Source: an optimization exercise on an open RTL-to-GDS flow (aim: small area and a short achievable clock period). Production flows keep margins and buffers that such runs may drop.
Power is estimated from default activity; no workload was simulated.

==> lagoon: inputs <==
==> flow/design.v (excerpt) <==
module vedicmult_16bit(input [15:0] a, b,
input clk, reset,
output reg [31:0] out);
export LEC_CHECK = 0
export CAP_MARGIN = 20
export CORE_MARGIN = 2
export CORE_UTILIZATION = 60
export CTS_BUF_LIST = sky130_fd_sc_hd__clkbuf_8
export CTS_CLUSTER_SIZE = 8
export SLEW_MARGIN = 20
export SYNTH_HIERARCHICAL = 1
export SYNTH_MINIMUM_KEEP_SIZE = 0
create_clock -name core_clock -period 17.0 [get_ports {clk}]
standard.sh (not shown) runs the stock make flow with config.mk's settings and CLKGATE_MAP_FILE= SYNTH_SCRIPT=/design/flow/synth_recipe.tcl, a recipe that flattens the netlist after the stock synthesis.
==> flow/flow/run.sh <==
#!/bin/bash
# Own layout flow: the standard ORFS flow (standard.sh), with the input and
# output port buffers made of plain buf_2 cells (the default picks a delay cell);
# the output buffers are then cut down to buf_1 before detailed placement.
set -euo pipefail
export BUFFER_PORTS_ARGS="-buffer_cell sky130_fd_sc_hd__buf_2"
export PRE_FLOORPLAN_TCL="$PWD/flow/pre_floorplan.tcl"
export PRE_DETAIL_PLACE_TCL="$PWD/flow/pre_detail_place.tcl"
export SETUP_SLACK_MARGIN=8.8
bash standard.sh > standard.log 2>&1
==> flow/flow/pre_detail_place.tcl <==
# Output ports drive only the 10 fF pin load and have ample slack: their port
# buffers can be the smallest buffer.
set n 0
foreach inst [[ord::get_db_block] getInsts] {
  set m [[$inst getMaster] getName]
  set name [$inst getName]
  if { $m eq "sky130_fd_sc_hd__buf_2" && [string match "output*" $name] } {
    replace_cell [get_cells $name] sky130_fd_sc_hd__buf_1
    incr n
  }
}
puts "pre_detail_place: resized $n output buffers"
==> flow/flow/pre_floorplan.tcl <==
# Synthesis (abc) maps each Booth selector to an a22oi_2; the _1 cell is the
# same function in less area and easily drives the single gate it feeds.
set swaps {sky130_fd_sc_hd__a22oi_2 sky130_fd_sc_hd__a22oi_1}
set n 0
foreach inst [[ord::get_db_block] getInsts] {
  set m [[$inst getMaster] getName]
  if { [dict exists $swaps $m] } {
    replace_cell [get_cells [$inst getName]] [dict get $swaps $m]
    incr n
  }
}
puts "pre_floorplan: resized $n cells"
==> quartz: changes against lagoon <==
--- a/flow/design.v
+++ b/flow/design.v
@@ -1242,19 +1242,19 @@
 FA u_s153 (.x(s51), .y(s47), .z(s49), .s(s153), .c(c154));
 FA u_s155 (.x(c50), .y(c46), .z(c48), .s(s155), .c(c156));
 FA u_s157 (.x(s53), .y(c52), .z(s3), .s(s157), .c(c158));
 FA u_s159 (.x(s59), .y(s55), .z(s57), .s(s159), .c(c160));
 FA u_s161 (.x(c58), .y(c54), .z(c56), .s(s161), .c(c162));
 FA u_s163 (.x(s63), .y(s9), .z(s61), .s(s163), .c(c164));
-FA u_s165 (.x(s67), .y(c60), .z(s65), .s(s165), .c(c166));
+FA u_s165 (.x(s67), .y(s65), .z(c60), .s(s165), .c(c166));
 FA u_s167 (.x(s15), .y(c62), .z(c64), .s(s167), .c(c168));
 FA u_s169 (.x(c66), .y(s69), .z(s71), .s(s169), .c(c170));
 FA u_s171 (.x(s75), .y(s73), .z(c68), .s(s171), .c(c172));
 FA u_s173 (.x(s21), .y(c70), .z(c72), .s(s173), .c(c174));
-FA u_s175 (.x(c74), .y(s77), .z(s79), .s(s175), .c(c176));
-FA u_s177 (.x(s83), .y(s81), .z(c76), .s(s177), .c(c178));
+FA u_s175 (.x(s81), .y(s77), .z(s79), .s(s175), .c(c176));
+FA u_s177 (.x(s83), .y(c74), .z(c76), .s(s177), .c(c178));
 FA u_s179 (.x(s23), .y(c78), .z(c80), .s(s179), .c(c180));
 FA u_s181 (.x(s89), .y(s85), .z(s87), .s(s181), .c(c182));
 FA u_s183 (.x(s91), .y(c82), .z(c84), .s(s183), .c(c184));
 FA u_s185 (.x(c88), .y(c24), .z(c86), .s(s185), .c(c186));
 FA u_s187 (.x(s95), .y(c90), .z(s93), .s(s187), .c(c188));
 FA u_s189 (.x(c92), .y(s97), .z(s99), .s(s189), .c(c190));
@@ -1287,36 +1287,36 @@
 FA u_s239 (.x(c122), .y(c124), .z(c120), .s(s239), .c(c240));
 FA u_s241 (.x(s129), .y(s125), .z(s127), .s(s241), .c(c242));
 FA u_s243 (.x(s131), .y(c126), .z(c128), .s(s243), .c(c244));
 FA u_s245 (.x(s135), .y(s133), .z(c130), .s(s245), .c(c246));
 FA u_s247 (.x(s137), .y(c132), .z(c134), .s(s247), .c(c248));
 FA u_s249 (.x(s141), .y(s139), .z(c136), .s(s249), .c(c250));
-FA u_s251 (.x(s143), .y(c138), .z(c140), .s(s251), .c(c252));
+FA u_s251 (.x(c140), .y(c138), .z(s143), .s(s251), .c(c252));
 FA u_s253 (.x(s147), .y(s145), .z(c142), .s(s253), .c(c254));
 FA u_s255 (.x(s149), .y(c144), .z(c146), .s(s255), .c(c256));
 FA u_s257 (.x(s153), .y(c148), .z(s151), .s(s257), .c(c258));
 FA u_s259 (.x(s155), .y(c150), .z(c152), .s(s259), .c(c260));
 FA u_s261 (.x(s159), .y(c154), .z(s157), .s(s261), .c(c262));
 FA u_s263 (.x(c158), .y(c156), .z(s161), .s(s263), .c(c264));
 FA u_s265 (.x(s165), .y(s163), .z(c160), .s(s265), .c(c266));
 FA u_s267 (.x(s167), .y(c162), .z(c164), .s(s267), .c(c268));
 FA u_s269 (.x(s171), .y(s169), .z(c166), .s(s269), .c(c270));
-FA u_s271 (.x(s173), .y(c168), .z(c170), .s(s271), .c(c272));
+FA u_s271 (.x(c170), .y(c168), .z(s173), .s(s271), .c(c272));
 FA u_s273 (.x(s177), .y(s175), .z(c172), .s(s273), .c(c274));
 FA u_s275 (.x(s181), .y(c174), .z(s179), .s(s275), .c(c276));
 FA u_s277 (.x(s183), .y(c176), .z(c178), .s(s277), .c(c278));
 FA u_s279 (.x(c182), .y(c180), .z(s185), .s(s279), .c(c280));
-FA u_s281 (.x(s189), .y(s187), .z(c184), .s(s281), .c(c282));
+FA u_s281 (.x(c184), .y(s187), .z(s189), .s(s281), .c(c282));
 FA u_s283 (.x(s193), .y(c186), .z(s191), .s(s283), .c(c284));
 FA u_s285 (.x(c190), .y(c188), .z(s195), .s(s285), .c(c286));
 FA u_s287 (.x(c194), .y(s197), .z(c192), .s(s287), .c(c288));
 FA u_s289 (.x(s201), .y(s199), .z(c196), .s(s289), .c(c290));
 FA u_s291 (.x(s205), .y(c198), .z(s203), .s(s291), .c(c292));
 FA u_s293 (.x(s207), .y(c200), .z(c202), .s(s293), .c(c294));
 FA u_s295 (.x(s209), .y(c204), .z(c206), .s(s295), .c(c296));
-FA u_s297 (.x(s213), .y(s211), .z(c208), .s(s297), .c(c298));
+FA u_s297 (.x(c208), .y(s211), .z(s213), .s(s297), .c(c298));
 FA u_s299 (.x(c212), .y(pp15_9), .z(c210), .s(s299), .c(c300));
 FA u_s301 (.x(c214), .y(s215), .z(s217), .s(s301), .c(c302));
 FA u_s303 (.x(pp15_10), .y(pp13_12), .z(pp14_11), .s(s303), .c(c304));
 FA u_s305 (.x(s219), .y(c216), .z(c218), .s(s305), .c(c306));
 FA u_s307 (.x(pp13_13), .y(pp11_15), .z(pp12_14), .s(s307), .c(c308));
 FA u_s309 (.x(c220), .y(pp14_12), .z(pp15_11), .s(s309), .c(c310));
@@ -1330,25 +1330,25 @@
 FA u_s323 (.x(c234), .y(c232), .z(s235), .s(s323), .c(c324));
 FA u_s325 (.x(c238), .y(c236), .z(s239), .s(s325), .c(c326));
 FA u_s327 (.x(c242), .y(c240), .z(s243), .s(s327), .c(c328));
 FA u_s329 (.x(c246), .y(c244), .z(s247), .s(s329), .c(c330));
 FA u_s331 (.x(c250), .y(c248), .z(s251), .s(s331), .c(c332));
 FA u_s333 (.x(c254), .y(c252), .z(s255), .s(s333), .c(c334));
-FA u_s335 (.x(c258), .y(c256), .z(s259), .s(s335), .c(c336));
+FA u_s335 (.x(s259), .y(c256), .z(c258), .s(s335), .c(c336));
 FA u_s337 (.x(c262), .y(c260), .z(s263), .s(s337), .c(c338));
 FA u_s339 (.x(c266), .y(c264), .z(s267), .s(s339), .c(c340));
 FA u_s341 (.x(c270), .y(c268), .z(s271), .s(s341), .c(c342));
 FA u_s343 (.x(c274), .y(c272), .z(s275), .s(s343), .c(c344));
 FA u_s345 (.x(c278), .y(c276), .z(s279), .s(s345), .c(c346));
 FA u_s347 (.x(s285), .y(c280), .z(s283), .s(s347), .c(c348));
 FA u_s349 (.x(s289), .y(c284), .z(s287), .s(s349), .c(c350));
 FA u_s351 (.x(c290), .y(s291), .z(c288), .s(s351), .c(c352));
 FA u_s353 (.x(c294), .y(c292), .z(s295), .s(s353), .c(c354));
 FA u_s355 (.x(s301), .y(c296), .z(s299), .s(s355), .c(c356));
 FA u_s357 (.x(s305), .y(s303), .z(c300), .s(s357), .c(c358));
-FA u_s359 (.x(c306), .y(c304), .z(s307), .s(s359), .c(c360));
+FA u_s359 (.x(s309), .y(c304), .z(s307), .s(s359), .c(c360));
 FA u_s361 (.x(s311), .y(pp15_12), .z(c308), .s(s361), .c(c362));
 FA u_s363 (.x(pp15_13), .y(pp13_15), .z(pp14_14), .s(s363), .c(c364));
 XN2 u_s365 (.x(pp0_2), .y(pp1_1), .o(s365));
 OR2 u_c366 (.x(pp0_2), .y(pp1_1), .o(c366));
 FA u_s367 (.x(s313), .y(pp2_1), .z(pp3_0), .s(s367), .c(c368));
 FA u_s369 (.x(s315), .y(c314), .z(s221), .s(s369), .c(c370));
@@ -1364,19 +1364,19 @@
 FA u_s389 (.x(s335), .y(s261), .z(c334), .s(s389), .c(c390));
 FA u_s391 (.x(s337), .y(c336), .z(s265), .s(s391), .c(c392));
 FA u_s393 (.x(s339), .y(s269), .z(c338), .s(s393), .c(c394));
 FA u_s395 (.x(s341), .y(s273), .z(c340), .s(s395), .c(c396));
 FA u_s397 (.x(s343), .y(s277), .z(c342), .s(s397), .c(c398));
 FA u_s399 (.x(s345), .y(s281), .z(c344), .s(s399), .c(c400));
-FA u_s401 (.x(s347), .y(c282), .z(c346), .s(s401), .c(c402));
+FA u_s401 (.x(c346), .y(c282), .z(s347), .s(s401), .c(c402));
 FA u_s403 (.x(c348), .y(c286), .z(s349), .s(s403), .c(c404));
 FA u_s405 (.x(c350), .y(s293), .z(s351), .s(s405), .c(c406));
 FA u_s407 (.x(s353), .y(s297), .z(c352), .s(s407), .c(c408));
 FA u_s409 (.x(c354), .y(c298), .z(s355), .s(s409), .c(c410));
 FA u_s411 (.x(c356), .y(c302), .z(s357), .s(s411), .c(c412));
-FA u_s413 (.x(s359), .y(s309), .z(c358), .s(s413), .c(c414));
+FA u_s413 (.x(c358), .y(c306), .z(s359), .s(s413), .c(c414));
 FA u_s415 (.x(c360), .y(c310), .z(s361), .s(s415), .c(c416));
 FA u_s417 (.x(c362), .y(c312), .z(s363), .s(s417), .c(c418));
 FA u_s419 (.x(c364), .y(pp14_15), .z(pp15_14), .s(s419), .c(c420));
 XN2 u_s421 (.x(pp0_1), .y(pp1_0), .o(s421));
 OR2 u_c422 (.x(pp0_1), .y(pp1_0), .o(c422));
 FA u_s423 (.x(c422), .y(pp2_0), .z(s365), .s(s423), .c(c424));
CORE_UTILIZATION = 40   (was 60)
CTS_BUF_LIST = sky130_fd_sc_hd__clkbuf_4   (was sky130_fd_sc_hd__clkbuf_8)
CTS_CLUSTER_DIAMETER = 60   (was unset)
==> zinc: changes against lagoon <==
CORE_UTILIZATION = 75   (was 60)
==> summary.txt <==
quantity                                                     zinc      lagoon      quartz
Result of the run                no timing/DRC/antenna violations  no timing/DRC/antenna violations  no timing/DRC/antenna violations
Number of vias after detailed routing                       5,759       5,430       5,265
Min Hold Slack                                            3430 ps     3400 ps     3370 ps
Max Clk Rate                                              123 MHz     125 MHz     125 MHz
Period utilisation layout                                   47.7%       47.0%       47.0%
Share of post-route cells with drive strength above 1       7.21%       8.46%       6.71%
Int Power                                                0.823 mW    0.867 mW    0.752 mW
End of the critical path                                  out[30]     out[30]     out[31]
Initial core utilization                                    77.5%       62.2%       41.1%
Tap Count                                                     129         143         225
Synthesis-to-finish area growth                             6.69%       8.74%       6.62%
Signal buffers share of area                                4.86%       5.83%       4.29%
Final Worst Setup Slack                                   8900 ps     9010 ps     9010 ps
Count of non-CTS buffers in the layout                         67          70          65
Clock-pin slew on the worst setup and hold paths            70 ps       70 ps      120 ps
Post-detailed-placement cell area                        7390 µm²    7410 µm²    7510 µm²
Total instance count after detailed placement                 896         910         992
Combinational share of power                                87.9%       88.1%       89.0%
Worst slack, placed                                       8490 ps     8440 ps     8490 ps
Clock share of power                                         4.9%        4.8%        3.2%
Required time reported for the critical path endpoint   17,140 ps   17,130 ps   17,320 ps
Worst vdd rail ir drop                                 0.000172 V  0.000145 V  0.000161 V
No functional check of the RTL was part of any run of this note.

* * *

==> run a: inputs <==
vedicmult_16bit, a different RTL version from the one above (not shown whole).
// vedicmult_16bit
module vedicmult_16bit(input [15:0] a, b,
input clk, reset,
output reg [31:0] out);
==> flow/config.mk <==
export PLATFORM = sky130hd
export DESIGN_NAME = vedicmult_16bit
export DESIGN_NICKNAME = vedicmult_16bit
export VERILOG_FILES = /design/flow/design.v
export SDC_FILE = /design/flow/constraint.sdc
export NUM_CORES = 4
export LEC_CHECK = 0
export CAP_MARGIN = 20
export CORE_MARGIN = 2
export CORE_UTILIZATION = 40
export CTS_BUF_LIST = sky130_fd_sc_hd__clkbuf_4 sky130_fd_sc_hd__clkbuf_8
export SLEW_MARGIN = 20
export SYNTH_HIERARCHICAL = 1
export SYNTH_MINIMUM_KEEP_SIZE = 0
==> flow/constraint.sdc <==
create_clock -name core_clock -period 17.0 [get_ports {clk}]
set_input_delay 3.4000 -clock core_clock [delete_from_list [all_inputs] [get_ports {clk}]]
set_output_delay 3.4000 -clock core_clock [all_outputs]
set_load 0.01 [all_outputs]
==> flow/flow/run.sh <==
#!/bin/bash
# Own layout flow: the standard ORFS flow (standard.sh), with the input and
# output port buffers made of plain buf_2 cells (the default picks a delay cell).
set -euo pipefail
export BUFFER_PORTS_ARGS="-buffer_cell sky130_fd_sc_hd__buf_2"
export PRE_FLOORPLAN_TCL="$PWD/flow/pre_floorplan.tcl"
bash standard.sh > standard.log 2>&1
Scripts as last shown in full above: flow/flow/pre_floorplan.tcl
==> inputs of run b, as changes to run a <==
--- a/flow/design.v
+++ b/flow/design.v
@@ -979,18 +979,18 @@
 FA u_s361 (.x(c280), .y(s283), .z(c282), .s(s361), .c(c362));
 FA u_s363 (.x(c284), .y(s287), .z(c286), .s(s363), .c(c364));
 FA u_s365 (.x(c288), .y(s291), .z(c290), .s(s365), .c(c366));
 FA u_s367 (.x(c292), .y(s295), .z(c294), .s(s367), .c(c368));
 FA u_s369 (.x(c296), .y(s299), .z(c298), .s(s369), .c(c370));
-FA u_s371 (.x(c300), .y(s303), .z(c302), .s(s371), .c(c372));
-FA u_s373 (.x(c304), .y(s307), .z(c306), .s(s373), .c(c374));
-FA u_s375 (.x(c308), .y(s311), .z(c310), .s(s375), .c(c376));
+FA u_s371 (.x(c300), .y(c302), .z(s303), .s(s371), .c(c372));
+FA u_s373 (.x(c304), .y(c306), .z(s307), .s(s373), .c(c374));
+FA u_s375 (.x(c308), .y(c310), .z(s311), .s(s375), .c(c376));
 FA u_s377 (.x(c312), .y(s315), .z(c314), .s(s377), .c(c378));
 FA u_s379 (.x(c316), .y(s319), .z(c318), .s(s379), .c(c380));
 FA u_s381 (.x(s323), .y(c320), .z(c322), .s(s381), .c(c382));
 FA u_s383 (.x(s327), .y(c324), .z(c326), .s(s383), .c(c384));
-FA u_s385 (.x(c328), .y(s331), .z(s333), .s(s385), .c(c386));
+FA u_s385 (.x(c328), .y(s331), .z(c330), .s(s385), .c(c386));
 FA u_s387 (.x(c332), .y(s335), .z(s337), .s(s387), .c(c388));
 FA u_s389 (.x(s339), .y(c336), .z(s341), .s(s389), .c(c390));
 FA u_s391 (.x(bp172), .y(c340), .z(c342), .s(s391), .c(c392));
 FA u_s393 (.x(bp153), .y(bp173), .z(s345), .s(s393), .c(c394));
 FA u_s395 (.x(pp203), .y(bp154), .z(bp174), .s(s395), .c(c396));
@@ -1016,14 +1016,14 @@
 FA u_s431 (.x(s313), .y(c374), .z(s375), .s(s431), .c(c432));
 FA u_s433 (.x(s317), .y(c376), .z(s377), .s(s433), .c(c434));
 FA u_s435 (.x(s321), .y(c378), .z(s379), .s(s435), .c(c436));
 FA u_s437 (.x(s325), .y(c380), .z(s381), .s(s437), .c(c438));
 FA u_s439 (.x(s329), .y(c382), .z(s383), .s(s439), .c(c440));
-FA u_s441 (.x(c330), .y(c384), .z(s385), .s(s441), .c(c442));
+FA u_s441 (.x(s333), .y(c384), .z(s385), .s(s441), .c(c442));
 FA u_s443 (.x(c334), .y(s387), .z(c386), .s(s443), .c(c444));
 FA u_s445 (.x(c338), .y(s389), .z(c388), .s(s445), .c(c446));
-FA u_s447 (.x(s343), .y(s391), .z(c390), .s(s447), .c(c448));
+FA u_s447 (.x(s343), .y(c390), .z(s391), .s(s447), .c(c448));
 FA u_s449 (.x(c344), .y(s393), .z(c392), .s(s449), .c(c450));
 FA u_s451 (.x(c346), .y(s395), .z(c394), .s(s451), .c(c452));
 FA u_s453 (.x(bp175), .y(s397), .z(c396), .s(s453), .c(c454));
 FA u_s455 (.x(pp205), .y(bp176), .z(c398), .s(s455), .c(c456));
 FA u_s457 (.x(pp178), .y(pp194), .z(pp206), .s(s457), .c(c458));
@@ -1217,39 +1217,39 @@
 assign p648 = p624 & p620;
 assign g649 = g625 | (p626 & g619);
 assign p650 = p626 & p620;
 assign g651 = g627 | (p628 & g619);
 assign p652 = p628 & p620;
-X2 u_o653 (.x(p469), .y(ci467), .o(o653));
-X2 u_o654 (.x(p471), .y(g524), .o(o654));
-X2 u_o655 (.x(p473), .y(g525), .o(o655));
-X2 u_o656 (.x(p475), .y(g553), .o(o656));
-X2 u_o657 (.x(p477), .y(g555), .o(o657));
-X2 u_o658 (.x(p479), .y(g581), .o(o658));
-X2 u_o659 (.x(p481), .y(g583), .o(o659));
-X2 u_o660 (.x(p483), .y(g585), .o(o660));
-X2 u_o661 (.x(p485), .y(g587), .o(o661));
-X2 u_o662 (.x(p487), .y(g605), .o(o662));
-X2 u_o663 (.x(p489), .y(g607), .o(o663));
-X2 u_o664 (.x(p491), .y(g609), .o(o664));
-X2 u_o665 (.x(p493), .y(g611), .o(o665));
-X2 u_o666 (.x(p495), .y(g613), .o(o666));
-X2 u_o667 (.x(p497), .y(g615), .o(o667));
-X2 u_o668 (.x(p499), .y(g617), .o(o668));
-X2 u_o669 (.x(p501), .y(g619), .o(o669));
-X2 u_o670 (.x(p503), .y(g629), .o(o670));
-X2 u_o671 (.x(p505), .y(g631), .o(o671));
-X2 u_o672 (.x(p507), .y(g633), .o(o672));
-X2 u_o673 (.x(p509), .y(g635), .o(o673));
-X2 u_o674 (.x(p511), .y(g637), .o(o674));
-X2 u_o675 (.x(p513), .y(g639), .o(o675));
-X2 u_o676 (.x(p515), .y(g641), .o(o676));
-X2 u_o677 (.x(p517), .y(g643), .o(o677));
-X2 u_o678 (.x(p519), .y(g645), .o(o678));
-X2 u_o679 (.x(p521), .y(g647), .o(o679));
-X2 u_o680 (.x(p523), .y(g649), .o(o680));
-wire [31:0] prod = {o680, o679, o678, o677, o676, o675, o674, o673, o672, o671, o670, o669, o668, o667, o666, o665, o664, o663, o662, o661, o660, o659, o658, o657, o656, o655, o654, o653, ~s465, ~s463, ~s461, ~s459};
+XN2 u_o653 (.x(p469), .y(ci467), .o(o653));
+XN2 u_o654 (.x(p471), .y(g524), .o(o654));
+XN2 u_o655 (.x(p473), .y(g525), .o(o655));
+XN2 u_o656 (.x(p475), .y(g553), .o(o656));
+XN2 u_o657 (.x(p477), .y(g555), .o(o657));
+XN2 u_o658 (.x(p479), .y(g581), .o(o658));
+XN2 u_o659 (.x(p481), .y(g583), .o(o659));
+XN2 u_o660 (.x(p483), .y(g585), .o(o660));
+XN2 u_o661 (.x(p485), .y(g587), .o(o661));
+XN2 u_o662 (.x(p487), .y(g605), .o(o662));
+XN2 u_o663 (.x(p489), .y(g607), .o(o663));
+XN2 u_o664 (.x(p491), .y(g609), .o(o664));
+XN2 u_o665 (.x(p493), .y(g611), .o(o665));
+XN2 u_o666 (.x(p495), .y(g613), .o(o666));
+XN2 u_o667 (.x(p497), .y(g615), .o(o667));
+XN2 u_o668 (.x(p499), .y(g617), .o(o668));
+XN2 u_o669 (.x(p501), .y(g619), .o(o669));
+XN2 u_o670 (.x(p503), .y(g629), .o(o670));
+XN2 u_o671 (.x(p505), .y(g631), .o(o671));
+XN2 u_o672 (.x(p507), .y(g633), .o(o672));
+XN2 u_o673 (.x(p509), .y(g635), .o(o673));
+XN2 u_o674 (.x(p511), .y(g637), .o(o674));
+XN2 u_o675 (.x(p513), .y(g639), .o(o675));
+XN2 u_o676 (.x(p515), .y(g641), .o(o676));
+XN2 u_o677 (.x(p517), .y(g643), .o(o677));
+XN2 u_o678 (.x(p519), .y(g645), .o(o678));
+XN2 u_o679 (.x(p521), .y(g647), .o(o679));
+XN2 u_o680 (.x(p523), .y(g649), .o(o680));
+wire [31:0] prod = {~o680, ~o679, ~o678, ~o677, ~o676, ~o675, ~o674, ~o673, ~o672, ~o671, ~o670, ~o669, ~o668, ~o667, ~o666, ~o665, ~o664, ~o663, ~o662, ~o661, ~o660, ~o659, ~o658, ~o657, ~o656, ~o655, ~o654, ~o653, ~s465, ~s463, ~s461, ~s459};
 always @(posedge clk) begin
   if (reset) out <= prod;
   else out <= 32'd0;
 end
 endmodule
Settings changed: SLEW_MARGIN 20 to 70.
==> summary.txt <==
- In run b the combinational power is larger than in run a, by about 6%.
- Of run a and run b, run b has the higher non-clock buffer count (gap 5).
- Cell area: run a is smaller than run b (about 1.2%).
- Of run b and run a, run b has the higher critical path depth (gap 3).
- Of run a and run b, run a has the higher clock power (gap about 0.7%, measured against run b).
- Between run b and run a, the lower first-iteration DRC count is in run a (gap about 7%, measured against run a).
- Against run b, the sequential share of layout area of run a is higher by 0.10 points.
- Final cell count: run a is lower than run b (about 0.5%).
==> figures <==
                                                                              run b       run a
Status                                             no timing/DRC/antenna violations  no timing/DRC/antenna violations
Critical path origin                                                           b[5]        b[1]
Initial DRC Count                                                               418         392
Area of the multi-input gates                                              6190 µm²    6170 µm²
CP max FO                                                                        23          22
Standard cell area after detailed placement                                7630 µm²    7570 µm²
Combinational power share                                                     0.907       0.901
Part of the cycle the worst path needs                                        0.505       0.543
Worst-case headroom to the max-slew limit                                     0.715       0.335
Length of routed wiring on met1                                             8.24 mm     7.89 mm
Overall routed net length                                                   19.2 mm     18.3 mm
Library cell contributing the largest single delay on the critical path        fa_1      nor2_1
Switching Fraction                                                            0.519       0.518
Part of the total power dissipated in the clock network                       0.032       0.035
Via count of the first global-routing pass                                     6001        5900
Number of fill cells                                                           1609        1610
Detailed route wirelength on metal3                                         1.39 mm     1.34 mm
Number of buffer and inverter instances along the worst setup path                4           2
No functional check of the RTL was part of any run of this note.

-- separate check: timing with driven ports --
In the flow no input, the clock included, has a driving cell. The finished layouts below were timed again as built, in two steps. Step 1: set_driving_cell puts a clkbuf_16 on clk and a buf_2 on each other input, an assumption about the parent block. Step 2, shift: input delay + t, output delay - t, t = (earliest + latest rising clock arrival at the registers) / 2. This alone moves slack from input paths to output paths. Three values: ideal, step 1, step 2; two values: the first two.
run	shift t [ns]	setup WS [ns]	hold WS [ns]	clock arrival spread, ns	slew at the worst register clock pin (ns)
lagoon	0.317	9.005 / 8.993 / 8.676	3.401 / 3.407 / 3.723	0.005 / 0.005	0.07 / 0.07
quartz	0.406	9.007 / 8.999 / 8.592	3.374 / 3.361 / 3.768	0.010 / 0.011	0.13 / 0.13
zinc	0.312	8.899 / 8.890 / 8.578	3.426 / 3.430 / 3.742	0.005 / 0.006	0.07 / 0.07
run a	0.347	7.774 / 7.787 / 7.440	3.591 / 3.573 / 3.813	0.011 / 0.010	0.08 / 0.08
run b	0.349	8.423 / 8.433 / 8.083	3.494 / 3.480 / 3.817	0.007 / 0.007	0.08 / 0.08
After both steps setup and hold are still met in every run listed. For quartz, which loses most, drivers alone change the setup slack by -0.008 ns; drivers and shift together by -0.415 ns.
